This is an optimization exercise on Yosys and OpenROAD, whose aim is small area, not a production implementation.
Function was checked by simulation only, so behaviour that the tests miss may differ from the original.
The flow treats the clock pin as an ideal source, which a real chip does not have.
Power and IR drop assume default switching activity.

--- config.mk ---
export PLATFORM = sky130hd
export DESIGN_NAME = seg_clock
export DESIGN_NICKNAME = seg_clock
export VERILOG_FILES = /design/flow/design.v
export SDC_FILE = /design/flow/constraint.sdc
export NUM_CORES = 4
export LEC_CHECK = 0
export CAP_MARGIN = 20
export CORE_MARGIN = 2
export CORE_UTILIZATION = 40
export CTS_BUF_LIST = sky130_fd_sc_hd__clkbuf_4
export CTS_CLUSTER_DIAMETER = 100
export CTS_CLUSTER_SIZE = 30
export SLEW_MARGIN = 20
--- constraint.sdc ---
create_clock -name core_clock -period 150.0 [get_ports {clock}]
set_input_delay 30.0000 -clock core_clock [delete_from_list [all_inputs] [get_ports {clock}]]
set_output_delay 30.0000 -clock core_clock [all_outputs]
set_load 0.01 [all_outputs]
--- design.v ---
module seg_clock(clock, rst, seg_d, seg_w, w_key, val);
function [3:0] dab;
  input [3:0] d;
  begin
    dab[3] = d[3] | (d[2] & (d[1] | d[0]));
    dab[2] = (d[2] & ~d[1] & ~d[0]) | (d[3] & d[0]);
    dab[1] = (d[1] & (~d[2] | d[0])) | (d[3] & ~d[0]);
    dab[0] = (~d[3] & ~d[2] & d[0]) | (d[2] & d[1] & ~d[0]) | (d[3] & ~d[0]);
  end
endfunction
function [11:0] radd;
  input [10:0] a;
  input [10:0] b;
  input        ci;
  integer k;
  reg c;
  begin
    c = ci;
    for (k = 0; k < 11; k = k + 1) begin
      radd[k] = a[k] ^ b[k] ^ c;
      c = (a[k] & b[k]) | (c & (a[k] ^ b[k]));
    end
    radd[11] = c;
  end
endfunction
function [9:0] bcd2bin;
  input [11:0] d;
  reg [11:0] y;
  reg [11:0] z;
  begin
    y = radd({6'd0, d[11:8], 1'b0}, {4'd0, d[11:8], 3'b0}, 1'b0);
    y = radd(y[10:0], {7'd0, d[7:4]}, 1'b0);
    z = radd({3'd0, y[6:0], 1'b0}, {1'b0, y[6:0], 3'b0}, 1'b0);
    z = radd(z[10:0], {7'd0, d[3:0]}, 1'b0);
    bcd2bin = z[9:0];
  end
endfunction
input        clock;
input        rst;
input  [3:0] val;
input  [4:0] w_key;
output [7:0] seg_d;
output [3:0] seg_w;
reg [3:0] scan;
always @(posedge clock or negedge rst)
  if (!rst) scan <= 4'd3;
  else      scan <= scan ^ {&scan[2:0], &scan[1:0], scan[0], 1'b1};
wire anykey = |w_key;
reg  [1:0] pst;
wire idle = (pst == 2'd0);
wire proc = (pst == 2'd2);         
always @(posedge clock or negedge rst)
  if (!rst) pst <= 2'd0;
  else case (pst)
    2'd0: pst <= anykey ? 2'd1 : 2'd0;
    2'd1: pst <= 2'd2;
    default: pst <= anykey ? 2'd3 : 2'd0;
  endcase
reg [3:0] key;
always @(posedge clock)
  if (idle)
    key <= w_key[1] ? val : {1'b1, w_key[2] | w_key[0], ~w_key[2], w_key[3]};
wire is_dig = ~key[3] | ~(key[2] | key[1]);
wire is_op  = key[3] & (key[2] ^ key[1]);
wire is_eq  = key[3] & key[2] & key[1] & ~key[0];
reg  [1:0]  st;
reg  [1:0]  opreg;    
reg  [1:0]  opc;      
reg  [11:0] reg1;
reg  [11:0] reg2;
wire s0 = (st == 2'd0);
wire s1 = (st == 2'd1);
wire s2 = st[1];
always @(posedge clock)
  if (proc & is_op) opreg <= key[1:0];
always @(posedge clock or negedge rst)
  if (!rst) begin
    st   <= 2'd0;
    opc  <= 2'd0;
    reg1 <= 12'd0;
    reg2 <= 12'd0;
  end else if (proc) begin
    if (s0) begin
      if (is_dig) reg1 <= {reg1[7:0], key};
      else if (is_op) st <= 2'd1;
    end else if (s1) begin
      if (is_dig) begin
        reg2 <= {reg2[7:0], key};
        opc  <= opreg;
      end else if (is_eq) st <= 2'd2;
    end else begin
      if (is_dig) begin
        reg1 <= {8'd0, key};
        reg2 <= 12'd0;
        st   <= 2'd0;
      end else if (is_op) begin
        reg1 <= {2'd0, q};
        reg2 <= 12'd0;
        st   <= 2'd1;
      end
    end
  end
wire        go   = w_key[0];
wire [9:0]  bin  = bcd2bin(go ? reg1 : reg2);
reg  [4:0]  cnt;
reg  [10:0] r;
reg  [9:0]  q;        
wire ph1   = cnt[4];
wire ph2   = ~cnt[4] & cnt[3];
wire last  = (cnt == 5'd16);
wire isdiv = (opc == 2'd1);
wire ismul = (opc == 2'd0);
wire issub = (opc == 2'd3);
wire abit  = q[9];
wire sin   = ph1 & abit & ~ismul;
wire en    = ph1 & (isdiv | (ismul ? abit : last));
wire neg   = isdiv ? ~r[10] : issub;
wire [10:0] x = {1'b0, bin ^ {10{neg}}} | {neg, 10'd0};
wire [11:0] sum = radd({r[9:0], sin}, x & {11{en}}, en & neg);
wire [10:0] t = sum[10:0];
always @(posedge clock or negedge rst)
  if (!rst) cnt <= 5'd25;
  else if (go) cnt <= 5'd25;
  else if (cnt[4] | cnt[3])
    cnt <= cnt ^ {~|cnt[3:0], ~|cnt[2:0], ~|cnt[1:0], ~cnt[0], 1'b1};
always @(posedge clock)
  r <= go ? 11'd0 : t;
wire       ue  = ph2 | (isdiv & ph1 & ~cnt[3] & ~(cnt[2] & cnt[1]));
wire       te  = ph2 | (isdiv & ph1 & ~cnt[3] & ~cnt[2] & ~cnt[1]);
wire       din = ph1 ? (isdiv & ~cnt[3] & ~t[10]) : r[7];
wire       dsh = ph1 | (ph2 & ~isdiv);
wire [3:0] u3  = ue ? dab(q[3:0]) : q[3:0];
wire [3:0] t3  = te ? dab(q[7:4]) : q[7:4];
always @(posedge clock)
  if (go) q <= bin;
  else if (dsh) q <= {q[8], t3, u3, din};
wire [11:0] num = (reg2 != 12'd0) ? reg2 : reg1;
reg  [3:0]  d;
always @(*)
  case (scan[3:2])
    2'd0: d = num[11:8];
    2'd1: d = num[7:4];
    default: d = num[3:0];
  endcase
wire bl = scan[3] & scan[2];
wire sa = d[3] | d[1] | ~(d[2] ^ d[0]);
wire sb = ~d[2] | ~(d[1] ^ d[0]);
wire sc = d[2] | ~d[1] | d[0];
wire sdd = d[3] | (~d[2] & ~d[0]) | (~d[2] & d[1]) | (d[1] & ~d[0]) | (d[2] & ~d[1] & d[0]);
wire se = ~d[0] & (~d[2] | d[1]);
wire sf = d[3] | (~d[1] & ~d[0]) | (d[2] & ~d[1]) | (d[2] & ~d[0]);
wire sg = d[3] | (d[2] ^ d[1]) | (d[1] & ~d[0]);
assign seg_d = {sa, sb, sc, sdd, se, sf, sg, 1'b0} & {8{~bl}};
assign seg_w = {1'b0, ~scan[3] & ~scan[2], ~scan[3] & scan[2], scan[3] & ~scan[2]};
endmodule
--- flow/run.sh ---
#!/bin/bash
# Standard ORFS layout (the standard.sh, standard synthesis unchanged) with
# two changes: the port buffers are buf_1 cells, and clock tree synthesis
# uses clkbuf_4 buffers without dummy loads.
set -euo pipefail
cd "$(dirname "$0")/.."
bash standard.sh finish \
  BUFFER_PORTS_ARGS="-buffer_cell sky130_fd_sc_hd__buf_1" \
  CTS_ARGS="-sink_clustering_enable -repair_clock_nets -buf_list sky130_fd_sc_hd__clkbuf_4 -sink_clustering_size 30 -sink_clustering_max_diameter 100 -dont_use_dummy_load" \
  > standard_make.log 2>&1
--- standard.sh ---
#!/bin/bash
# synth_recipe.tcl (not shown) runs the flow's synth.tcl, then flattens the netlist and writes it again
# the make line also repeats each setting of config.mk as NAME=value (left out here)
make -C /OpenROAD-flow-scripts/flow DESIGN_CONFIG=/design/flow/config.mk WORK_HOME=/design/flow/orfs CLKGATE_MAP_FILE= SYNTH_SCRIPT=/design/flow/synth_recipe.tcl "${@:-finish}"
==> results of run 1 <==
==> kinds of logic (layout without fill, tap and decap cells) <==
| logic type | count (synthesis) | after routing | share of synthesized area |
|---|---|---|---|
| simple gates | 136 | 136 | 0.1493 |
| buf+inv | 85 | 97 | 0.07828 |
| xor+xnor | 17 | 17 | 0.03450 |
| other cells | 1 | 2 | 0.0008690 |
| mux | 16 | 16 | 0.04175 |
| compound gates | 101 | 101 | 0.1447 |
| fa+ha+maj | 44 | 44 | 0.1606 |
| flops | 66 | 66 | 0.3900 |
==> path summary, 6_finish.rpt <==
check                                     from                   to  slack, ps  cells past startpoint
setup / recovery                      w_key[0]       q[0]$_DFFE_PP_     114150                     23
hold / removal               scan[0]$_DFF_PN1_    scan[0]$_DFF_PN1_        450                      1
setup reg to reg           reg2[8]$_DFFE_PN0P_       q[0]$_DFFE_PP_     143840                     21
hold reg to reg              scan[0]$_DFF_PN1_    scan[0]$_DFF_PN1_        450                      1
max in group asynchronous                  rst    scan[1]$_DFF_PN1_     120010                      2
min in group asynchronous                  rst  reg1[2]$_DFFE_PN0P_      29480                      1
==> through the flow <==
step | hold slack (ps) | setup WS [ps] | power, µW
4_1_cts | 458.8 | 114160 | 66.94
6_report | 454.8 | 114150 | 66.11
5_1_grt | 472.9 | 113860 | 72.69
2_1_floorplan | 417.7 | 113970 | 50.14
3_5_place_dp | 428.0 | 113660 | 58.22
3_3_place_gp | 424.1 | 113780 | 57.55
==> cells in the mapped netlist (3+ instances only) <==
cell                        n
sky130_fd_sc_hd__and2_1     3
sky130_fd_sc_hd__a211oi_1   4
sky130_fd_sc_hd__mux2_1     3
sky130_fd_sc_hd__buf_1      3
sky130_fd_sc_hd__nor2b_1    3
sky130_fd_sc_hd__a31oi_1    3
sky130_fd_sc_hd__o21ai_1   23
sky130_fd_sc_hd__edfxtp_1  16
sky130_fd_sc_hd__nand2_1   31
sky130_fd_sc_hd__ha_1      25
sky130_fd_sc_hd__dfstp_2    5
sky130_fd_sc_hd__a22oi_1    7
sky130_fd_sc_hd__and3_1     3
sky130_fd_sc_hd__nor3_1     6
sky130_fd_sc_hd__nor4_1     3
sky130_fd_sc_hd__nor2_1    50
sky130_fd_sc_hd__o31ai_1    6
sky130_fd_sc_hd__nand2b_1   7
sky130_fd_sc_hd__nand3_1   17
sky130_fd_sc_hd__dfrtp_1   34
sky130_fd_sc_hd__mux2i_1    9
sky130_fd_sc_hd__clkbuf_1  13
sky130_fd_sc_hd__a21oi_1   29
sky130_fd_sc_hd__xnor2_1   14
sky130_fd_sc_hd__dfxtp_1   11
sky130_fd_sc_hd__o21ai_0   11
sky130_fd_sc_hd__xor2_1     3
sky130_fd_sc_hd__inv_2      4
sky130_fd_sc_hd__fa_1      19
sky130_fd_sc_hd__mux2_2     3
sky130_fd_sc_hd__buf_2      3
sky130_fd_sc_hd__nor3b_1    3
sky130_fd_sc_hd__inv_1     59
==> power groups by stage <==
stage	logic [µW]	registers, µW	clock network [µW]
finish	32.0	25.8	8.35
global route	37.0	26.3	9.43
CTS	32.5	25.8	8.72
detailed placement	32.1	26.1	0
global placement	31.5	26.1	0
floorplan	25.3	24.8	0
==> registers in the layout, indices dropped and copies added (netlist names), named ones only <==
signal	cells
cnt	5
opreg	2
r	11
scan	4
pst	2
reg2	12
reg1	12
key	4
q	8
opc	2
st	2
==> critical path, cell delays in order <==
cell                       delay, ps
sky130_fd_sc_hd__clkbuf_2         70
sky130_fd_sc_hd__buf_4           460
sky130_fd_sc_hd__nand2_1         100
sky130_fd_sc_hd__o21ai_0         140
sky130_fd_sc_hd__ha_1            200
sky130_fd_sc_hd__inv_1            50
sky130_fd_sc_hd__fa_1            520
sky130_fd_sc_hd__inv_1            50
sky130_fd_sc_hd__ha_1            310
sky130_fd_sc_hd__fa_1            580
sky130_fd_sc_hd__xnor2_1         120
sky130_fd_sc_hd__nand2_1          90
sky130_fd_sc_hd__fa_1            420
sky130_fd_sc_hd__fa_1            390
sky130_fd_sc_hd__fa_1            390
sky130_fd_sc_hd__fa_1            390
sky130_fd_sc_hd__fa_1            390
sky130_fd_sc_hd__fa_1            390
sky130_fd_sc_hd__fa_1            380
sky130_fd_sc_hd__xor2_1          160
sky130_fd_sc_hd__xnor2_1         140
sky130_fd_sc_hd__a22oi_1         160
sky130_fd_sc_hd__o21ai_1          70
==> area by class of cell <==
type	instances	area, µm²
Timing Repair Buffer	25	127.6
Inverter	63	236.5
Multi-Input combinational cell	316	2298
Fill cell	1016	5833
Clock buffer	9	67.56
Tap cell	136	170.2
Sequential cell	66	1683
==> cells in the final DEF (no fill, tap or decap), types with 4 or more instances in the layout <==
cell type	synthesis	final
sky130_fd_sc_hd__buf_4	2	4
sky130_fd_sc_hd__nand2b_1	7	7
sky130_fd_sc_hd__dfstp_2	5	5
sky130_fd_sc_hd__nand2_1	31	31
sky130_fd_sc_hd__dfxtp_1	11	11
sky130_fd_sc_hd__o21ai_0	11	11
sky130_fd_sc_hd__dfrtp_1	34	34
sky130_fd_sc_hd__xnor2_1	14	14
sky130_fd_sc_hd__a211oi_1	4	4
sky130_fd_sc_hd__mux2i_1	9	9
sky130_fd_sc_hd__clkbuf_4	0	9
sky130_fd_sc_hd__o21ai_1	23	23
sky130_fd_sc_hd__inv_2	4	4
sky130_fd_sc_hd__buf_1	3	18
sky130_fd_sc_hd__inv_1	59	59
sky130_fd_sc_hd__edfxtp_1	16	16
sky130_fd_sc_hd__nor2_1	50	50
sky130_fd_sc_hd__ha_1	25	25
sky130_fd_sc_hd__fa_1	19	19
sky130_fd_sc_hd__o31ai_1	6	6
sky130_fd_sc_hd__a21oi_1	29	29
sky130_fd_sc_hd__nand3_1	17	17
sky130_fd_sc_hd__a22oi_1	7	7
sky130_fd_sc_hd__nor3_1	6	6
==> routing by layer <==
layer / wire [µm] / vias to the layer above / GRT usage / part of all wire
met3: 314 / 9 / 0.01816 / 0.036
li1: - / 1610 / - / -
met2: 4219 / 54 / 0.2642 / 0.48
met1: 4177 / 1524 / 0.2340 / 0.47
met5: 0 / - / 0 / 0
met4: 106 / 0 / 0.05678 / 0.012
==> notes.md, run 1 <==
The max-slew headroom at the worst pin is 0.2688. Pin placement for this block handled 23 I/O pins. The logs give 3 for the total number of H-tree levels and 9 for the total clock buffers created by CTS.

The run gives 0.001946 µW as the leakage power of the design. The run gives 37 as the number of rows created at floorplan. The number of cells upsized or downsized after cts was 0.

The post-detailed-route count of antenna-violating nets came out at 0. The biggest area contributor in the post-synthesis netlist is sky130_fd_sc_hd__dfrtp_1. The total of max-cap violations is 0.

STA classifies the critical path endpoint as a register. The tools report the buffer cell driving the clock tree root as sky130_fd_sc_hd__clkbuf_4. After clock tree synthesis, the clock-pin slew on the worst setup and hold paths is 120 ps. The run gives 150160 ps as the worst path required time. Warning count from the yosys run: 1. The proportion of synthesized chip area in sequential cells is 0.3900, and the data arrival at the endpoint of the critical path is 36010 ps. After detailed placement, the total cell area comes to 0.004496 mm². The number of global-route vias before repair is 3144.

The via-per-instance ratio came out at 5.198. Among all flip-flop cells after synthesis, the most frequent one is sky130_fd_sc_hd__dfrtp_1. The run gives 0.004315 mm² as the post-synthesis instance area. The die covers 0.01163 mm². Entering global routing, the biggest net connects 59 pins. The logs give 0 for the count of unresolved DRC violations after routing and 615 for the final cell count without fillers. The tools report the core occupancy in the finished layout as 0.4400. The worst setup path is of the in2reg kind. Switching power as a share of total power: 0.4045. The cell count after synthesis came out at 466. The count of buffers added on input and output ports is 20.

The number of setup violations in the final report is 0. CTS saw 66 sinks. In this run the worst path has a maximum fanout of 58. After detailed routing, the total wire length is 8818 µm. The clock network fraction of design power is 0.126.

Sorting the synthesized cells by area gives the leading types as sky130_fd_sc_hd__dfrtp_1 (20%), sky130_fd_sc_hd__edfxtp_1 (11%), sky130_fd_sc_hd__fa_1 (8.8%), sky130_fd_sc_hd__ha_1 (7.2%), sky130_fd_sc_hd__inv_1 (5.1%). The share of total power in combinational logic came out at 0.484. Count of pins over their slew limit: 0. The proportion of netlist area held by the largest area contributor is 0.1972. The worst setup path is launched from a primary input. Synthesis instantiated 62 different standard cells from the library. The die span in y works out to 107.9 µm. The HPWL after detailed placement is 6687 µm. Average instance area after synthesis: 9.260 µm². Yosys mapped a number of flops with a built-in enable equal to 16. The finished cells cover 0.004583 mm².

The worst-case IR drop observed on VDD is 0.005648 mV. The type of the most critical hold path was reg2reg. The cts-stage hold buffer count is 0. The internal power came out at 39.37 µW. The overall routing resource usage was 0.1655. The maximum achievable frequency is 0.02789 GHz. The fraction of layout cells with a size suffix above 1 came out at 0.07307. Initial antenna violation count: 0. For the sequential cell fraction of total power, the log shows 0.389. The clock passes through at most 2 buffers.

The setup clock skew after layout is 42.00 ps, and the number of synthesized register bits is 66. The core region is 0.01042 mm². The initial cell density of the core came out at 0.4143. Setup total negative slack on the finished layout was measured at 0 ps. The number of antenna diodes in the final layout is 0. The later pin in the worst-skew pair is clocked with a latency of 420 ps. The tools report the net load switching power as 26.74 µW. The area growth from synthesis to final layout is 6.205%.

The first global-routing pass estimated 15150 µm of wire. Final period utilization: 0.2390. The number of hold-slack violations in the final timing report is 0. Setup repair after global routing left no endpoint under its margin.

Power spread over the standard cell area amounts to 14.43 mW/mm². TritonCTS built the clock tree. The fraction of registers with async set/reset was 0.5909. The tools report the first-pass detailed-route iteration total as 4. The cell count after placement is 605.

The routed layout has 3197 vias. The post-CTS setup repair buffer count is 0. The run finished with no timing, DRC or antenna violations. The logs give 0 for the total grt overflow and 0.8333 for the final weighted congestion in routability-driven placement.

The die is 107.9 µm wide. The final net count is 536. In the final routed layout, each cell accounts on average for 14.34 µm. The first-iteration detailed-routing DRC count is 230. The clock period could shrink to 35860 ps. At the pin with the least slew margin, the transition time is 1093 ps.
==> run 2: changes to the inputs <==
==> run.sh (new file) <==
#!/bin/bash
# synth_recipe.tcl (not shown) runs the flow's synth.tcl, then flattens the netlist and writes it again
# the make line also repeats each setting of config.mk as NAME=value (left out here)
make -C /OpenROAD-flow-scripts/flow DESIGN_CONFIG=/design/flow/config.mk WORK_HOME=/design/flow/orfs CLKGATE_MAP_FILE= SYNTH_SCRIPT=/design/flow/synth_recipe.tcl finish
--- a/config.mk
+++ b/config.mk
@@ -7,8 +7,8 @@
 export LEC_CHECK = 0
 export CAP_MARGIN = 20
 export CORE_MARGIN = 2
-export CORE_UTILIZATION = 40
+export CORE_UTILIZATION = 70
 export CTS_BUF_LIST = sky130_fd_sc_hd__clkbuf_4
-export CTS_CLUSTER_DIAMETER = 100
-export CTS_CLUSTER_SIZE = 30
+export CTS_CLUSTER_DIAMETER = 200
+export CTS_CLUSTER_SIZE = 40
 export SLEW_MARGIN = 20
removed: flow/run.sh
removed: standard.sh
==> run 2 against run 1 <==
Global-route usage rose by 12 points; largest power group unchanged; critical path type unchanged; still clean on timing, DRC and antenna; highest routed layer unchanged; critical path depth did not move; flip-flop and latch count did not move; clock skew fell by 30 ps; largest cell class unchanged; via count rose by 2.2%.
==> notes.md, run 2 <==
The commonest cells after synthesis are sky130_fd_sc_hd__inv_1 (59), sky130_fd_sc_hd__nor2_1 (50), sky130_fd_sc_hd__dfrtp_1 (34). The die is 82.52 µm tall. Detailed placement finished with a half-perimeter wire length of 6741 µm. The tools report the sort of element at the end of the critical path as a register. Initial cell density of the core: 0.7246.

Ranked by total cell area, the synthesized netlist is headed by sky130_fd_sc_hd__dfrtp_1 (20%), sky130_fd_sc_hd__edfxtp_1 (11%), sky130_fd_sc_hd__fa_1 (8.8%), sky130_fd_sc_hd__ha_1 (7.2%), sky130_fd_sc_hd__inv_1 (5.1%). The total number of H-tree levels is 3. The proportion of synthesized chip area in sequential cells is 0.3900. After clock tree synthesis, the setup repair step added 0 buffers.

Traced cell by cell, the critical path runs through buf_2 -> buf_4 -> nand2_1 -> o21ai_0 -> ha_1 -> inv_1 -> fa_1 -> inv_1 -> ha_1 -> fa_1 -> xnor2_1 -> nand2_1 -> fa_1 -> fa_1 -> fa_1 -> fa_1 -> fa_1 -> fa_1 -> fa_1 -> xor2_1 -> xnor2_1 -> a22oi_1 -> o21ai_1. Fraction of layout cells with a size suffix above 1: 0.08247. The deepest clock path buffer count is 2, and the maximum achievable frequency is 0.02779 GHz. For the pin with the worst max-slew slack, the measured transition is 1111 ps. The tools report the top-level I/O count as 23.

The worst setup path is of the in2reg kind. The wire length per cell was 15.99 µm; the setup clock skew after layout was 12.11 ps. Summed over all layers, the routed wires come to 8953 µm.

The logs give 1 for the warning count from the yosys run and 36120 ps for the data arrival at the endpoint of the critical path. For the post-route setup TNS, the log shows 0 ps. Leaving out fill and tap cells, the most frequent cell in the layout is sky130_fd_sc_hd__inv_1.

The final route contains 3268 vias. Across the VDD grid, the largest voltage drop is 0.01509 mV. Summing every instance area after synthesis gives 0.004315 mm². The tree is rooted in a sky130_fd_sc_hd__clkbuf_4.

The leading area contributor after synthesis was sky130_fd_sc_hd__dfrtp_1. Final period utilization: 0.2399. Leakage power of the design: 0.002013 µW.

Before antenna repair, the detailed router went through 4 iterations. The run gives 0.7792 as the core occupancy in the finished layout. The number of setup violations in the final report was 0; the count of unresolved DRC violations after routing was 0. After floorplanning, the core was divided into 28 placement rows. Average instance area after synthesis: 9.260 µm². Global routing finished with a remaining overflow of 0. Power spread over the standard cell area amounts to 15.17 mW/mm². In this run the remaining antenna-violating nets after routing total 0. The count of pins over their slew limit is 0. The largest registers in the layout are reg1 x12, reg2 x12, r x11. For this run, the leading register cell type out of synthesis is sky130_fd_sc_hd__dfrtp_1.

The clock period minus final worst setup slack works out to 35980 ps. The run finished with no timing, DRC or antenna violations. For the initial antenna violation count, the log shows 0. The floorplan step defined a core boundary enclosing 0.005956 mm².

The overall routing resource usage is 0.2905. TritonCTS built the clock tree. The tools report the total of max-cap violations as 0. The startpoint kind of the worst setup timing path was a primary input. After clock tree synthesis, the repair step resized 0 gates. The run gives 59 as the maximum number of pins on one net before global-route repair.

The fraction of registers with async set/reset was 0.5909. The instance count of the mapped netlist is 466, and the register clock-pin slew on the reported worst setup and hold paths is 100 ps. The clock drives 66 sinks.

Yosys mapped a number of flops with a built-in enable equal to 16. The distinct cell type count of the synthesized netlist is 62, and the maximum fanout along the worst path is 58. The top cell types in the final layout, fill and taps aside, are sky130_fd_sc_hd__inv_1 (59), sky130_fd_sc_hd__nor2_1 (50), sky130_fd_sc_hd__dfrtp_1 (34).

The proportion of netlist area held by the largest area contributor works out to 0.1972. Relative to the synthesized area, the layout overhead comes to 7.538%. The final weighted congestion in routability-driven placement is 0.9459, and the total clock buffers created by CTS is 9. Using the TritonRoute via totals, the vias-per-cell ratio works out to 5.836. Delay contributed by the slowest stage of the critical path: 600 ps. The master of the slowest instance on the critical path was sky130_fd_sc_hd__fa_1. Data on the critical path is required at its endpoint by 150140 ps. Counting stages on the worst path, the most repeated cell is sky130_fd_sc_hd__fa_1. The cell count after placement is 544, and the max-slew headroom at the worst pin is 0.2567. The final net count came out at 535. The total die area was 0.006809 mm²; the source-to-sink clock delay at the later pin of the worst-skew pair was 400 ps. The first-iteration detailed-routing DRC count is 217. The number of global-route vias before repair is 3093, and the final cell count without fillers is 560. The number of antenna cells inserted came out at 0.

Cts-stage hold buffer count: 0. The number of synthesized register bits is 66, and the count of input and output buffers is 20. The tightest min-delay check is of the reg2reg type.

In the post-synthesis netlist, the cell with the most instances is sky130_fd_sc_hd__inv_1. The die outline width is 82.52 µm. The number of hold-slack violations in the final timing report is 0. Setup repair after global routing left no endpoint under its margin. For the wire length of the first global-routing pass, the log shows 14590 µm.
## run 2: cell types whose count changed in the layout (fill, tap and decap cells not counted)
| cell | previous run | this run |
|---|---|---|
| sky130_fd_sc_hd__buf_1 | 18 | 0 |
| sky130_fd_sc_hd__buf_2 | 0 | 2 |
| sky130_fd_sc_hd__clkinv_1 | 0 | 1 |
| sky130_fd_sc_hd__clkbuf_4 | 9 | 12 |
| sky130_fd_sc_hd__clkdlybuf4s50_1 | 0 | 18 |
| sky130_fd_sc_hd__clkinv_2 | 0 | 3 |
| sky130_fd_sc_hd__clkbuf_2 | 2 | 0 |
| sky130_fd_sc_hd__buf_12 | 1 | 0 |
## run 2: per-stage QoR
| stage | hold WS [ps] | setup slack [ps] | power (µW) | area (µm²) |
|---|---|---|---|---|
| 2_1_floorplan | 417.7 | 113970 | 50.14 | 4319 |
| 3_3_place_gp | 424.3 | 113850 | 58.70 | 4532 |
| 3_5_place_dp | 429.7 | 113600 | 60.57 | 4532 |
| 4_1_cts | 456.0 | 114050 | 70.64 | 4641 |
| 5_1_grt | 468.5 | 113740 | 76.55 | 4641 |
| 6_report | 450.2 | 114020 | 70.41 | 4641 |
## run 2: worst paths after layout
kind	startpoint	endpoint	slack, ps	depth (start not counted)
max	w_key[0]	q[0]$_DFFE_PP_	114020	23
min	scan[0]$_DFF_PN1_	scan[0]$_DFF_PN1_	450	1
max in group asynchronous	rst	pst[0]$_DFF_PN0_	119750	1
min reg2reg	scan[0]$_DFF_PN1_	scan[0]$_DFF_PN1_	450	1
min in group asynchronous	rst	cnt[2]$_DFFE_PN0P_	29690	1
max reg2reg	reg2[8]$_DFFE_PN0P_	q[0]$_DFFE_PP_	143730	21
## run 2: report_power, final
| group | switching, µW | internal (µW) |
|---|---|---|
| combinational | 18.9 | 15.7 |
| clock | 6.11 | 3.85 |
| sequential | 3.54 | 22.4 |
## run 2: area by class of cell
cell class,count,area (µm²)
inverter,63,236.5
tap,75,93.84
sequential,66,1683
timing repair buffer,24,220.2
multi-input combinational,316,2298
clock inverter,4,18.77
clock buffer,12,90.09
fill,418,1315
## run 2: per-layer routing
layer,vias up,part of all wire,global-route usage,wire (µm)
met5,-,0,0,0
li1,1601,-,-,-
met4,0,0.017,0.1000,153
met1,1558,0.47,0.4080,4218
met2,91,0.47,0.4613,4173
met3,18,0.045,0.04891,407
## run 2: logic make-up (layout without fill, tap and decap cells)
family / Yosys count / in the layout / synth area share
simple gates: 136 / 136 / 0.1493
other cells: 1 / 2 / 0.0008690
compound gates: 101 / 101 / 0.1447
buf+inv: 85 / 103 / 0.07828
mux: 16 / 16 / 0.04175
xor+xnor: 17 / 17 / 0.03450
flops: 66 / 66 / 0.3900
fa+ha+maj: 44 / 44 / 0.1606
## run 2: critical path: cells and delay by family
family	cells	cell delay (ps)
compound gates	3	400
xor+xnor	3	450
fa+ha+maj	11	4370
buf+inv	4	670
simple gates	2	190
==> run 3: changes to the inputs <==
==> flow/run.sh (new file) <==
#!/bin/bash
# Standard ORFS layout (the standard.sh, standard synthesis unchanged) with
# three changes: the combinational logic of the synthesized netlist is
# re-mapped for area by Yosys/ABC (registers untouched), the port buffers are
# buf_1 cells, and clock tree synthesis uses clkbuf_4 buffers, no dummy loads.
# Each tool's output goes to its own log in this folder.
set -euo pipefail
W="$(cd "$(dirname "$0")/.." && pwd)"
cd "$W"
R="$W/orfs/results/sky130hd/seg_clock/base"
LIB="$FLOW_HOME/platforms/sky130hd/lib/sky130_fd_sc_hd__tt_025C_1v80.lib"
YOSYS="$FLOW_HOME/../tools/install/yosys/bin/yosys"
[[ -x "$YOSYS" ]] || YOSYS=yosys

bash standard.sh synth > make_synth.log 2>&1
cp "$R/1_2_yosys.v" "$W/standard_synth.v"
sed -e "s#LIBFILE#$LIB#g" -e "s#STDNETLIST#$W/standard_synth.v#" \
    -e "s#TOP#$FLOW_TOP#" -e "s#ABCSCRIPT#$W/flow/resynth.abc#" \
    -e "s#OUTNETLIST#$W/resynth.v#" flow/resynth.ys > resynth_run.ys
if "$YOSYS" -l resynth.log -q resynth_run.ys > /dev/null 2>&1 &&
   "$YOSYS" -l resynth_check.log -q -p "read_liberty -lib $LIB; read_verilog $W/resynth.v; hierarchy -top $FLOW_TOP; check -assert -mapped" > /dev/null 2>&1; then
  cp "$W/resynth.v" "$R/1_2_yosys.v"
  rm -f "$R/1_synth.odb" "$R/1_synth.sdc"
  bash standard.sh synth > make_synth2.log 2>&1
fi
bash standard.sh finish \
  BUFFER_PORTS_ARGS="-buffer_cell sky130_fd_sc_hd__buf_1" \
  CTS_ARGS="-sink_clustering_enable -repair_clock_nets -buf_list sky130_fd_sc_hd__clkbuf_4 -sink_clustering_size 30 -sink_clustering_max_diameter 100 -dont_use_dummy_load" \
  > make_finish.log 2>&1
==> flow/resynth.abc (new file) <==
&get -n
&st
&deepsyn -T 60
&put
dch -f
amap -m -Q 0.1 -F 20 -A 20 -C 5000
strash
dch -f
amap -m -Q 0.1 -F 20 -A 20 -C 5000
==> flow/resynth.ys (new file) <==
# Re-map the combinational logic of the standard synthesis netlist for area.
# Registers (and tie cells) are kept as black boxes, so their instances and
# names stay exactly as the standard synthesis made them.
read_liberty -wb -ignore_miss_func LIBFILE
delete =sky130_fd_sc_hd__df* =sky130_fd_sc_hd__edf* =sky130_fd_sc_hd__conb_1 =sky130_fd_sc_hd__sdf* =sky130_fd_sc_hd__dl*
read_liberty -lib -nooverwrite LIBFILE
read_verilog STDNETLIST
hierarchy -top TOP
flatten -wb
opt
abc -liberty LIBFILE -dont_use sky130_fd_sc_hd__lpflow_* -dont_use sky130_fd_sc_hd__probe* -script ABCSCRIPT
splitnets
opt_clean -purge
hilomap -singleton -hicell sky130_fd_sc_hd__conb_1 HI -locell sky130_fd_sc_hd__conb_1 LO
insbuf -buf sky130_fd_sc_hd__buf_1 A X
opt_clean -purge
stat -liberty LIBFILE
write_verilog -noattr -nohex -nodec OUTNETLIST
==> standard.sh (new file) <==
#!/bin/bash
# synth_recipe.tcl (not shown) runs the flow's synth.tcl, then flattens the netlist and writes it again
# the make line also repeats each setting of config.mk as NAME=value (left out here)
make -C /OpenROAD-flow-scripts/flow DESIGN_CONFIG=/design/flow/config.mk WORK_HOME=/design/flow/orfs CLKGATE_MAP_FILE= SYNTH_SCRIPT=/design/flow/synth_recipe.tcl "${@:-finish}"
==> config.mk (replaced) <==
export PLATFORM = sky130hd
export DESIGN_NAME = seg_clock
export DESIGN_NICKNAME = seg_clock
export VERILOG_FILES = /design/flow/design.v
export SDC_FILE = /design/flow/constraint.sdc
export NUM_CORES = 4
export LEC_CHECK = 0
export CAP_MARGIN = 0
export CORE_MARGIN = 2
export CORE_UTILIZATION = 70
export SLEW_MARGIN = 0
removed: run.sh
==> run 3 against run 2 <==
Sequential share of layout area rose by 6.2 points; core utilization fell by 0.38 points; flip-flop and latch count did not move; die area fell by 13%; setup slack got worse by 290 ps; still clean on timing, DRC and antenna; via count rose by 8.0%; sequential power fell by 2%; synthesized area fell by 14%; combinational power fell by 15%; clock power fell by 17%.
==> notes.md, run 3 <==
The warning count from the yosys run was 1. The number of global-route vias before repair came out at 3115. The number of antenna cells inserted is 0. The area growth from synthesis to final layout is 6.315%, and the worst hold slack is 473.3 ps. Once the clock tree was built, the setup fixing pass inserted 0 buffers. The via-per-instance ratio is 6.415. Detailed placement finished with a half-perimeter wire length of 6394 µm.

The clock reaches the later pin of the worst-skew pair after 410 ps. The flow ran to the end and the layout has no timing, DRC or antenna violations. Final net count: 493. Die outline width: 76.95 µm. The die covers 0.005921 mm². The power density over the cells is 15.90 mW/mm². The maximum achievable frequency is 0.02758 GHz, and the top-level I/O count is 23. The endpoint identified for the worst register-to-register timing path is q[0]$_DFFE_PP_. The instance count of the mapped netlist was 451. Signal routing reaches up to met4. Clock tree synthesis selected as its root buffer the cell sky130_fd_sc_hd__clkbuf_4. After detailed routing, the number of remaining DRC violations is 0.

The tools report the sort of element at the end of the critical path as a register. The fraction of layout cells with a size suffix above 1 works out to 0.03333. In this run, the number of DRC markers left after iteration 0 of detailed routing was 422.

Setup repair after global routing left no endpoint under its margin. Of all nets on the critical path, the largest fanout is 40. The run gives 0.005107 mm² as the core box area. The tools report the maximum number of pins on one net before global-route repair as 41.

Delay contributed by the slowest stage of the critical path: 820 ps. In this run, CTS created clock tree buffers numbering 9. The run gives 0.9123 as the final weighted congestion in routability-driven placement. The library cells used most frequently in the layout, excluding fill and tap cells, are sky130_fd_sc_hd__clkinv_1 (74), sky130_fd_sc_hd__nor2_1 (64), sky130_fd_sc_hd__o21ai_0 (38), sky130_fd_sc_hd__o22ai_1 (38), sky130_fd_sc_hd__dfrtp_1 (34). For the worst setup path, the data required time is 150150 ps. The number of cells on the worst hold path was 1; the data arrival at the endpoint of the critical path was 36410 ps. In this run the number of H-tree levels came out at 3. The path with the worst hold slack has its endpoint at scan[0]$_DFF_PN1_. Before antenna repair, the detailed router went through 5 iterations. The first global-routing pass estimated 14670 µm of wire.

After synthesis the cells add up to 0.003725 mm². Count of pins over their slew limit: 0. The leakage power of the design was 0.001476 µW; the routed length on met3 was 641 µm. After clock tree synthesis, the repair step resized 0 gates.

The logs give 0 for the number of hold-slack violations in the final timing report and 0 for the post-detailed-route count of antenna-violating nets. The setup clock skew after layout was 36.38 ps; the peak supply drop was 0.008861 mV. The type of the setup path with the least slack was in2reg. Detailed routing inserted a total of 3528 vias.

The run gives 0 as the initial antenna violation count. After routing, the total negative slack on setup checks comes to 0 ps. Clock tree synthesis found a total of 66 sinks. The total of max-cap violations is 0, and the met2 layer wire length in the routed design is 3801 µm. The final period utilization came out at 0.2418.

The total grt overflow was 0; the wire length per cell was 16.10 µm. Setup violations remaining at the end of the flow were counted as 0. The most numerous cell type found on the critical path is sky130_fd_sc_hd__nor2_1.

The deepest clock path buffer count came out at 2. The library cell used most frequently in the layout, excluding fill and tap cells, is sky130_fd_sc_hd__clkinv_1. The logs give 26 for the number of rows created at floorplan and 0.2314 for the max-slew headroom at the worst pin. The worst setup path is launched from a primary input.

Die span in y: 76.95 µm. The master of the slowest instance on the critical path is sky130_fd_sc_hd__clkinv_1. The type of the most critical hold path is reg2reg. At the pin with the least slew margin, the transition time is 1149 ps. The number of cell instances on the worst register-to-register path was 30. The tools report the overall routing resource usage as 0.3152.

The tools report the source of the worst register-to-register timing path as reg2[8]$_DFFE_PN0P_. TritonCTS built the clock tree. The run gives 4120 µm as the sum of routed wire segments on met1. The setup check on the worst reg-to-reg path leaves a slack of 143980 ps. For this block, the routed nets add up to 8857 µm of wire.

Buffers placed on the I/O ports in this run total 20. Buffers inserted to repair hold after CTS numbered 0. The worst hold path begins at scan[0]$_DFF_PN1_. The initial cell density of the core came out at 0.7293. The largest registers in the layout are reg1 x12, reg2 x12, r x11. The average instance area after synthesis works out to 8.259 µm². The clock period minus final worst setup slack was 36260 ps; the register clock-pin slew on the reported worst setup and hold paths was 100 ps.
[run 3: final cells by class]
class,count,area [µm²]
fill,370,1147
sequential,66,1683
inverter,74,277.8
tap,70,87.58
multi-input combinational,310,1760
timing repair buffer,21,83.83
clock buffer,9,67.56
[run 3: critical path: cells and delay by family]
kind                      cells  cell delay [ps]
AOI/OAI and AO/OA            17             3920
and+or+nand+nor               7              960
buffers and inverters         5             1380
xor gates and xnor gates      1              140
[run 3: worst max path at each step]
stage	from	end	slack [ps]	cells after the start
floorplan	w_key[0]	q[0]$_DFFE_PP_	114870	28
global placement	w_key[0]	q[0]$_DFFE_PP_	113860	30
detailed placement	w_key[0]	q[0]$_DFFE_PP_	113540	30
CTS	w_key[0]	q[0]$_DFFE_PP_	113940	30
global route	w_key[0]	q[0]$_DFFE_PP_	113050	31
finish	w_key[0]	q[0]$_DFFE_PP_	113740	30
[run 3: where the power goes]
part	total [µW]	switching [µW]	internal (µW)
Combinational	29.3	18.5	10.9
Clock	8.24	5.45	2.79
Sequential	25.4	2.72	22.7
Total	63.0	26.6	36.3
[run 3: per-stage QoR]
step	util	setup slack [ps]	instances	power [µW]	cell area [µm²]
5_1_grt	0.7754	113050	550	67.49	3960
4_1_cts	0.7754	113940	550	62.18	3960
3_5_place_dp	0.7621	113540	541	54.00	3892
6_report	0.7754	113740	550	62.95	3960
2_1_floorplan	-	114870	452	47.16	3729
3_3_place_gp	0.7621	113860	541	53.03	3892
[run 3: per-layer routing]
metal  vias up  GRT usage
met2       166     0.4693
met3        35    0.07176
li1       1726          -
met5         -          0
met4         0     0.1327
met1      1601     0.4464
==> run 4: changes to the inputs <==
--- a/design.v
+++ b/design.v
@@ -73,29 +73,27 @@
 wire s2 = st[1];
 always @(posedge clock)
   if (proc & is_op) opreg <= key[1:0];
+always @(posedge clock)
+  if (proc & is_op & ~s1) reg2 <= 12'd0;
+  else if (proc & is_dig & s1) reg2 <= {reg2[7:0], key};
 always @(posedge clock or negedge rst)
   if (!rst) begin
     st   <= 2'd0;
     opc  <= 2'd0;
     reg1 <= 12'd0;
-    reg2 <= 12'd0;
   end else if (proc) begin
     if (s0) begin
       if (is_dig) reg1 <= {reg1[7:0], key};
       else if (is_op) st <= 2'd1;
     end else if (s1) begin
-      if (is_dig) begin
-        reg2 <= {reg2[7:0], key};
-        opc  <= opreg;
-      end else if (is_eq) st <= 2'd2;
+      if (is_dig) opc <= opreg;
+      else if (is_eq) st <= 2'd2;
     end else begin
       if (is_dig) begin
         reg1 <= {8'd0, key};
-        reg2 <= 12'd0;
         st   <= 2'd0;
       end else if (is_op) begin
         reg1 <= {2'd0, q};
-        reg2 <= 12'd0;
         st   <= 2'd1;
       end
     end
@@ -113,7 +111,7 @@
 wire issub = (opc == 2'd3);
 wire abit  = q[9];
 wire sin   = ph1 & abit & ~ismul;
-wire en    = ph1 & (isdiv | (ismul ? abit : last));
+wire en    = ph1 & ~s0 & (isdiv | (ismul ? abit : last));
 wire neg   = isdiv ? ~r[10] : issub;
 wire [10:0] x = {1'b0, bin ^ {10{neg}}} | {neg, 10'd0};
 wire [11:0] sum = radd({r[9:0], sin}, x & {11{en}}, en & neg);
@@ -134,7 +132,7 @@
 always @(posedge clock)
   if (go) q <= bin;
   else if (dsh) q <= {q[8], t3, u3, din};
-wire [11:0] num = (reg2 != 12'd0) ? reg2 : reg1;
+wire [11:0] num = (~s0 & (reg2 != 12'd0)) ? reg2 : reg1;
 reg  [3:0]  d;
 always @(*)
   case (scan[3:2])
--- a/config.mk
+++ b/config.mk
@@ -7,5 +7,5 @@
 export LEC_CHECK = 0
 export CAP_MARGIN = 0
 export CORE_MARGIN = 2
-export CORE_UTILIZATION = 70
+export CORE_UTILIZATION = 88
 export SLEW_MARGIN = 0
==> run 4 against run 3 <==
Synthesized cell count down 3.5%; synthesized area fell by 1.8%; the run now fails in 3_1_place_gp_skip_io.
==> notes.md, run 4 <==
The run stopped with a tool error. Stage at which the run stopped: 3_1_place_gp_skip_io. The tool reported: "[ERROR GPL-0301] Utilization 105.646 % exceeds 100%". The tools report the post-synthesis instance area as 0.003657 mm².

The die outline width was 68.47 µm; the warning count from the yosys run was 1. The number of rows created at floorplan is 23, and the die span in y is 68.47 µm. In this run the mean area of a mapped cell was 8.407 µm². The initial cell density of the core came out at 0.9143. Instance count of the mapped netlist: 435.
==> run 5: changes to the inputs <==
--- a/config.mk
+++ b/config.mk
@@ -7,5 +7,5 @@
 export LEC_CHECK = 0
 export CAP_MARGIN = 0
 export CORE_MARGIN = 2
-export CORE_UTILIZATION = 88
+export CORE_UTILIZATION = 70
 export SLEW_MARGIN = 0
==> run 5 against run 4 <==
Synthesized cell count stayed put; synthesized area stayed put; now clean on timing, DRC and antenna.
==> notes.md, run 5 <==
The flow ran to the end and the layout has no timing, DRC or antenna violations. Dividing the detail-routed wire length by the instance count gives 16.20 µm. The tools report the final net count as 479. The tree is rooted in a sky130_fd_sc_hd__clkbuf_4. Counting every sink on the clock net gives 66. TritonCTS built the clock tree. Sort of element at the end of the critical path: a register. The sequential cell fraction of total power was 0.355. The congestion estimate from routability-driven global placement came to 0.9159.

The category of cells accounting for the largest share of critical-path delay is compound AO/OA/AOI/OAI gates. CTS built an H-tree with a depth of 3. The slowest stage of the critical path belongs to the cell sky130_fd_sc_hd__clkinv_1.

In this run the remaining antenna-violating nets after routing total 0. The final period utilization came out at 0.2407. The first TritonRoute pass finished after 6 iterations. In this run the static leakage power is 0.001412 µW. After detailed routing, the total wire length is 8681 µm.

The switching power as a share of total power was 0.4506. In this run the power density over the cells is 20.31 mW/mm². The fraction of layout cells with a size suffix above 1 works out to 0.03648. The number of hold-slack violations in the final timing report is 0, and the average instance area after synthesis is 8.407 µm². Relative to the synthesized area, the layout overhead comes to 6.808%.

The clock period minus final worst setup slack works out to 36110 ps. The register clock-pin slew on the reported worst setup and hold paths is 110 ps, and the die span in y is 76.28 µm. The instance count of the mapped netlist was 435; the register-to-register setup slack was 144200 ps.

The count of unresolved DRC violations after routing is 0. The tools report the total die area as 0.005819 mm². The logs give 3251 for the number of global-route vias before repair and 0.4240 for the max-slew headroom at the worst pin.

For the initial cell density of the core, the log shows 0.7207. The buffer and inverter count on the worst path works out to 4. Source of the worst register-to-register timing path: reg2[9]$_SDFFE_PP0P_. Measured in cells, the most critical reg-to-reg path has a length of 31.

Across the run, the number of max-cap violations was 0. Setup repair after global routing left no endpoint under its margin. Dividing the detail-routed via count by the number of cells gives 6.545. The tools report the summed area of non-filler cells in the final layout as 0.003906 mm².

The worst path required time came out at 150130 ps. The tools report the post-detailed-placement half-perimeter wirelength as 6543 µm. The library cell used most frequently in the layout, excluding fill and tap cells, is sky130_fd_sc_hd__clkinv_1.

The tools report the warning count from the yosys run as 1. After global routing the overflow that remains totals 0. The maximum fanout along the worst path works out to 31.

The wire length of the first global-routing pass was 14940 µm; the first-iteration detailed-routing DRC count was 358. The internal power of the cells totals 43.58 µW. For this design the top-level I/O count stands at 23. Most used cell along the critical path: sky130_fd_sc_hd__nor2_1.

The run gives 32 as the maximum number of pins on one net before global-route repair. The count of input and output buffers was 20; the cts-stage hold buffer count was 0. The floorplan step set the die width to 76.28 µm. The number of rows created at floorplan is 26, and the via count is 3508.

The start point of the critical path was w_key[0]. Initial antenna violation count: 0. The clock passes through at most 2 buffers.

The critical path runs through a total of 34 cells. Setup violations remaining at the end of the flow were counted as 0. For the core box area, the log shows 0.005075 mm².

The largest registers in the layout are reg1 x12, reg2 x12, r x11. In the layout the commonest cells are sky130_fd_sc_hd__clkinv_1 (70), sky130_fd_sc_hd__nor2_1 (68), sky130_fd_sc_hd__o22ai_1 (34). The count of pins over their slew limit is 0. Net load switching power: 35.75 µW. The logs give 420 ps for the source-to-sink clock delay at the later pin of the worst-skew pair and 9 for the total clock buffers created by CTS. Post-route setup TNS: 0 ps. The number of antenna cells inserted is 0, and the maximum achievable frequency is 0.02770 GHz. The actual slew at the worst max-slew pin was 853.1 ps; the overall routing resource usage was 0.3207. The end of the critical path is q[0]$_DFFE_PP_. For the share of total power in combinational logic, the log shows 0.539. The peak supply drop came out at 0.01782 mV. In this run the cell area of the synthesized design comes to 0.003657 mm². The data arrival at the endpoint of the critical path is 36240 ps.

The worst setup path is of the in2reg kind. The worst setup path is launched from a primary input. Clock network fraction of design power: 0.105. Delay contributed by the slowest stage of the critical path: 710 ps.

The area of placed instances was 0.003839 mm²; the post-CTS setup repair buffer count was 0. The min-delay analysis places its worst path in the category reg2reg. The endpoint of the most critical register-to-register path is q[0]$_DFFE_PP_. The setup clock skew after layout is 50.61 ps, and the number of cells upsized or downsized after cts is 0.
## run 5: power groups by stage
stage          Combinational [µW]  Sequential [µW]  Clock [µW]
5_1_grt                      47.8             28.8        9.01
2_1_floorplan                33.7             27.0           0
4_1_cts                      42.1             28.1        8.35
6_report                     42.8             28.2        8.36
3_5_place_dp                 41.8             28.4           0
3_3_place_gp                 40.4             28.3           0
## run 5: worst min-delay path by stage
| stage | startpoint | cells past startpoint | end |
|---|---|---|---|
| detailed placement | scan[0]$_DFF_PN1_ | 1 | scan[0]$_DFF_PN1_ |
| CTS | opreg[0]$_DFFE_PP_ | 1 | opc[0]$_DFFE_PN0P_ |
| finish | opreg[0]$_DFFE_PP_ | 1 | opc[0]$_DFFE_PN0P_ |
| global route | opreg[0]$_DFFE_PP_ | 1 | opc[0]$_DFFE_PN0P_ |
| floorplan | scan[0]$_DFF_PN1_ | 1 | scan[0]$_DFF_PN1_ |
| global placement | scan[0]$_DFF_PN1_ | 1 | scan[0]$_DFF_PN1_ |
## run 5: stage by stage
step,instances,hold WS [ps],worst slack [ps],utilization,power [µW]
after floorplan,436,425.2,114960,-,60.66
after global placement,527,432.3,113950,0.7564,68.73
after detailed placement,527,433.7,113620,0.7564,70.21
after CTS,536,454.5,114020,0.7697,78.49
after global routing,536,474.6,113170,0.7697,85.62
final,536,445.9,113890,0.7697,79.33
## run 5: cell type report
| class | instances | area [µm²] |
|---|---|---|
| Clock buffer | 9 | 67.56 |
| Fill cell | 392 | 1169 |
| Inverter | 70 | 262.8 |
| Multi-Input combinational cell | 298 | 1768 |
| Sequential cell | 66 | 1623 |
| Tap cell | 70 | 87.58 |
| Timing Repair Buffer | 23 | 97.59 |
## run 5: worst register-to-register path: cells and delay by family, from the launching register on
family	cells	cell delay [ps]
flip-flops	1	470
AO/OA/AOI/OAI	17	3320
buffers and inverters	3	400
AND/OR/NAND/NOR	11	1320
## run 5: layer usage
layer,global-route usage,share of wire
met1,0.4213,0.43
met3,0.05806,0.070
met5,0,0
met4,0.1200,0.022
met2,0.5327,0.48
==> run 6: changes to the inputs <==
--- a/flow/run.sh
+++ b/flow/run.sh
@@ -2,7 +2,8 @@
 # Standard ORFS layout (the standard.sh, standard synthesis unchanged) with
 # three changes: the combinational logic of the synthesized netlist is
 # re-mapped for area by Yosys/ABC (registers untouched), the port buffers are
-# buf_1 cells, and clock tree synthesis uses clkbuf_4 buffers, no dummy loads.
+# buf_1 cells, and clock tree synthesis uses clkbuf_4 buffers, no dummy loads,
+# with the clock buffers that give a high clock-pin slew upsized to clkbuf_8.
 # Each tool's output goes to its own log in this folder.
 set -euo pipefail
 W="$(cd "$(dirname "$0")/.." && pwd)"
@@ -23,7 +24,9 @@
   rm -f "$R/1_synth.odb" "$R/1_synth.sdc"
   bash standard.sh synth > make_synth2.log 2>&1
 fi
+export CLK_SLEW_TARGET=0.100
 bash standard.sh finish \
+  POST_CTS_TCL="$W/flow/upsize_clk.tcl" \
   BUFFER_PORTS_ARGS="-buffer_cell sky130_fd_sc_hd__buf_1" \
   CTS_ARGS="-sink_clustering_enable -repair_clock_nets -buf_list sky130_fd_sc_hd__clkbuf_4 -sink_clustering_size 30 -sink_clustering_max_diameter 100 -dont_use_dummy_load" \
   > make_finish.log 2>&1
==> flow/upsize_clk.tcl (new file) <==
estimate_parasitics -placement
set target $::env(CLK_SLEW_TARGET)
set swapped 0
foreach inst [get_cells *] {
  set m [get_property $inst ref_name]
  if {![string match sky130_fd_sc_hd__clkbuf_* $m] || $m eq "sky130_fd_sc_hd__clkbuf_8"} { continue }
  set out [get_pins -of_objects $inst -filter "direction == output"]
  set worst 0
  foreach p [get_pins -of_objects [get_nets -of_objects $out] -filter "direction == input"] {
    set s [get_property $p slew_max]
    if {$s > $worst} { set worst $s }
  }
  if {$worst > $target} {
    replace_cell $inst sky130_fd_sc_hd__clkbuf_8
    incr swapped
  }
}
puts "clock buffers upsized: $swapped"
detailed_placement
estimate_parasitics -placement
==> run 6 against run 5 <==
Still clean on timing, DRC and antenna; core utilization up 0.37 points; synthesized cell count unchanged; synthesized area unchanged.
==> notes.md, run 6 <==
The tools report the number of global-route vias before repair as 3255. The peak supply drop was 0.01781 mV; the overall routing resource usage was 0.3227. Among all stages on the critical path, the largest delay is contributed by sky130_fd_sc_hd__clkinv_1. The core box area was 0.005075 mm².

For the final net count, the log shows 479. On the worst path, the slowest cell contributes a delay of 690 ps. The count of unresolved DRC violations after routing came out at 0. The tools report the maximum number of pins on one net before global-route repair as 32.

For the pin with the worst max-slew slack, the measured transition is 828.4 ps. The tools report the register-to-register setup slack as 144260 ps. The largest registers in the layout are reg1 x12, reg2 x12, r x11. The average instance area after synthesis is 8.407 µm², and the total die area is 0.005819 mm². Across the routed clock network, the largest skew measured is 27.93 ps. The tools report the post-route setup TNS as 0 ps. After synthesis the cells add up to 0.003657 mm². For the area of placed instances, the log shows 0.003839 mm².

The most used cell along the critical path was sky130_fd_sc_hd__nor2_1. In this run the critical register-to-register path is launched from reg2[9]$_SDFFE_PP0P_. The clock reaches the later pin of the worst-skew pair after 350 ps. For the worst flop-to-flop path, the logic depth is 31. Dividing the detail-routed wire length by the instance count gives 16.28 µm. The run gives 0 as the total of max-cap violations.

For the post-detailed-placement half-perimeter wirelength, the log shows 6543 µm. The run gives 0 as the count of pins over their slew limit. The final period utilization is 0.2409, and the number of cells on the worst hold path is 1. At the worst endpoint, the arrival time is 36210 ps.

The register clock-pin slew on the reported worst setup and hold paths was 90 ps. The fraction of layout cells with a size suffix above 1 was 0.03648; the via count was 3487. Using the TritonRoute via totals, the vias-per-cell ratio works out to 6.506. The top-level I/O count was 23.

The clock net in this run drives a total of 66 sinks. The warning count from the yosys run was 1; the initial antenna violation count was 0. Counting every instance in the synthesized netlist gives 435. The critical path is of the in2reg type. Data on the critical path is required at its endpoint by 150080 ps. The die outline width was 76.28 µm. Dividing total power by cell area gives a power density of 20.51 mW/mm². The initialized floorplan defines 26 standard-cell rows. The logs give 0.4407 for the max-slew headroom at the worst pin and 453.6 ps for the worst hold slack. In the layout the commonest cells are sky130_fd_sc_hd__clkinv_1 (70), sky130_fd_sc_hd__nor2_1 (68), sky130_fd_sc_hd__o22ai_1 (34).

The final wirelength is 8728 µm. The flow ran to the end and the layout has no timing, DRC or antenna violations. TritonCTS built the clock tree. In this run the worst path has a maximum fanout of 31. Timing would allow up to 0.02768 GHz. The floorplan step set the die height to 76.28 µm. The startpoint identified for the worst hold timing path is scan[0]$_DFF_PN1_. For the initial cell density of the core, the log shows 0.7207.

The tools report the endpoint of the most critical register-to-register path as q[0]$_DFFE_PP_. The worst setup path is captured at a register. The first detailed-routing pass took 8 iterations. The detail route stage leaves a number of antenna-violating nets equal to 0. Routability-driven placement finished with a final weighted congestion of 0.9159. Compared with the post-synthesis result, the final layout area differs by 7.321%. The detailed router finished its first iteration with 356 violations. 0 antenna diodes ended up in the layout. The run gives 0.003925 mm² as the summed area of non-filler cells in the final layout. Setup repair after global routing left no endpoint under its margin. The total power after layout was 80.50 µW.

The path class of the tightest hold or removal check is reg2reg. The end point of the most critical hold path is scan[0]$_DFF_PN1_. The clock period minus final worst setup slack is 36130 ps. After the flow finishes, the layout carries non-filler instances totaling 536.

The tools report the leakage power of the design as 0.001419 µW. Summed over all layers, the global routing overflow is 0. The number of hold-slack violations in the final timing report was 0. The worst setup path is launched from a primary input. The count of input and output buffers works out to 20. The library cell used most frequently in the layout, excluding fill and tap cells, is sky130_fd_sc_hd__clkinv_1. Setup violations remaining at the end of the flow were counted as 0.

The run gives 527 as the cell count after placement. The first global-routing pass estimated 15000 µm of wire.
run 6: changes by cell type in the layout (fill, tap and decap cells not counted):
cell                       change
sky130_fd_sc_hd__clkbuf_4      -3
sky130_fd_sc_hd__clkbuf_8      +3
run 6: layout make-up:
type                    instances  area, µm²
clock buffers                   9      86.33
fillers                       387       1150
inverters                      70      262.8
multi-input cells             298       1768
flip-flops and latches         66       1623
well taps                      70      87.58
repair buffers                 23      97.59
run 6: layer usage:
layer,share of wire,vias to the layer above,GRT usage
met5,0,-,0
met4,0.023,0,0.1200
met3,0.074,19,0.06161
met2,0.47,168,0.5363
met1,0.43,1597,0.4220
li1,-,1703,-
run 6: worst max path at each step:
| stage | startpoint | endpoint | slack [ps] | depth (start not counted) |
|---|---|---|---|---|
| 2_1_floorplan | w_key[0] | q[0]$_DFFE_PP_ | 114960 | 31 |
| 3_3_place_gp | w_key[0] | q[0]$_DFFE_PP_ | 113950 | 33 |
| 3_5_place_dp | w_key[0] | q[0]$_DFFE_PP_ | 113620 | 33 |
| 5_1_grt | w_key[0] | q[0]$_DFFE_PP_ | 113110 | 33 |
| 6_report | w_key[0] | q[0]$_DFFE_PP_ | 113870 | 34 |
run 6: power by group:
part | total (µW) | leakage (µW) | switching (µW) | internal (µW)
logic | 42.7 | 0.000685 | 25.8 | 17.0
clock network | 9.42 | 0.0000492 | 5.75 | 3.67
registers | 28.3 | 0.000685 | 4.53 | 23.8
total | 80.5 | 0.00142 | 36.0 | 44.5
run 6: worst max-delay path: cells and delay by family:
family                 cells  cell delay, ps
AOI/OAI and AO/OA         17            3290
and+or+nand+nor           13            1640
buffers and inverters      4            1250
run 6: per-stage QoR:
stage	util	setup WS, ps
floorplan	-	114960
global placement	0.7564	113950
detailed placement	0.7564	113620
global route	0.7734	113110
finish	0.7734	113870

-- port drivers added, routing unchanged --
In the flow no input, the clock included, has a driving cell. The finished layouts below were timed again as built, in two steps.
Step 1 sets driving cells, clkbuf_16 on the clock port and buf_2 on the other inputs (assumed; they add their load-dependent delay and slew).
Step 2 adds t to the input delays and takes it off the output delays; t is the mean of the earliest and latest rising clock arrival at the registers after step 1. Input paths then give back, and output paths get back, about the clock's delay inside the block.
a / b / c = no drivers / after step 1 / after step 2; a / b = the first two.
run | shift t [ns] | setup WS [ns] | worst setup path at the end | slew at the worst register clock pin (ns)
run 1 | 0.425 | 114.145 / 114.152 / 113.727 | input to register | 0.12 / 0.12
run 2 | 0.425 | 114.022 / 114.024 / 113.599 | input to register | 0.11 / 0.11
run 3 | 0.421 | 113.737 / 113.743 / 113.321 | input to register | 0.11 / 0.11
run 5 | 0.426 | 113.894 / 113.901 / 113.475 | input to register | 0.13 / 0.13
run 6 | 0.364 | 113.868 / 113.877 / 113.513 | input to register | 0.10 / 0.10
After both steps setup and hold are still met in every run listed. The setup slack of run 2, which loses most, moves by +0.002 ns with the drivers and by -0.423 ns with both steps.
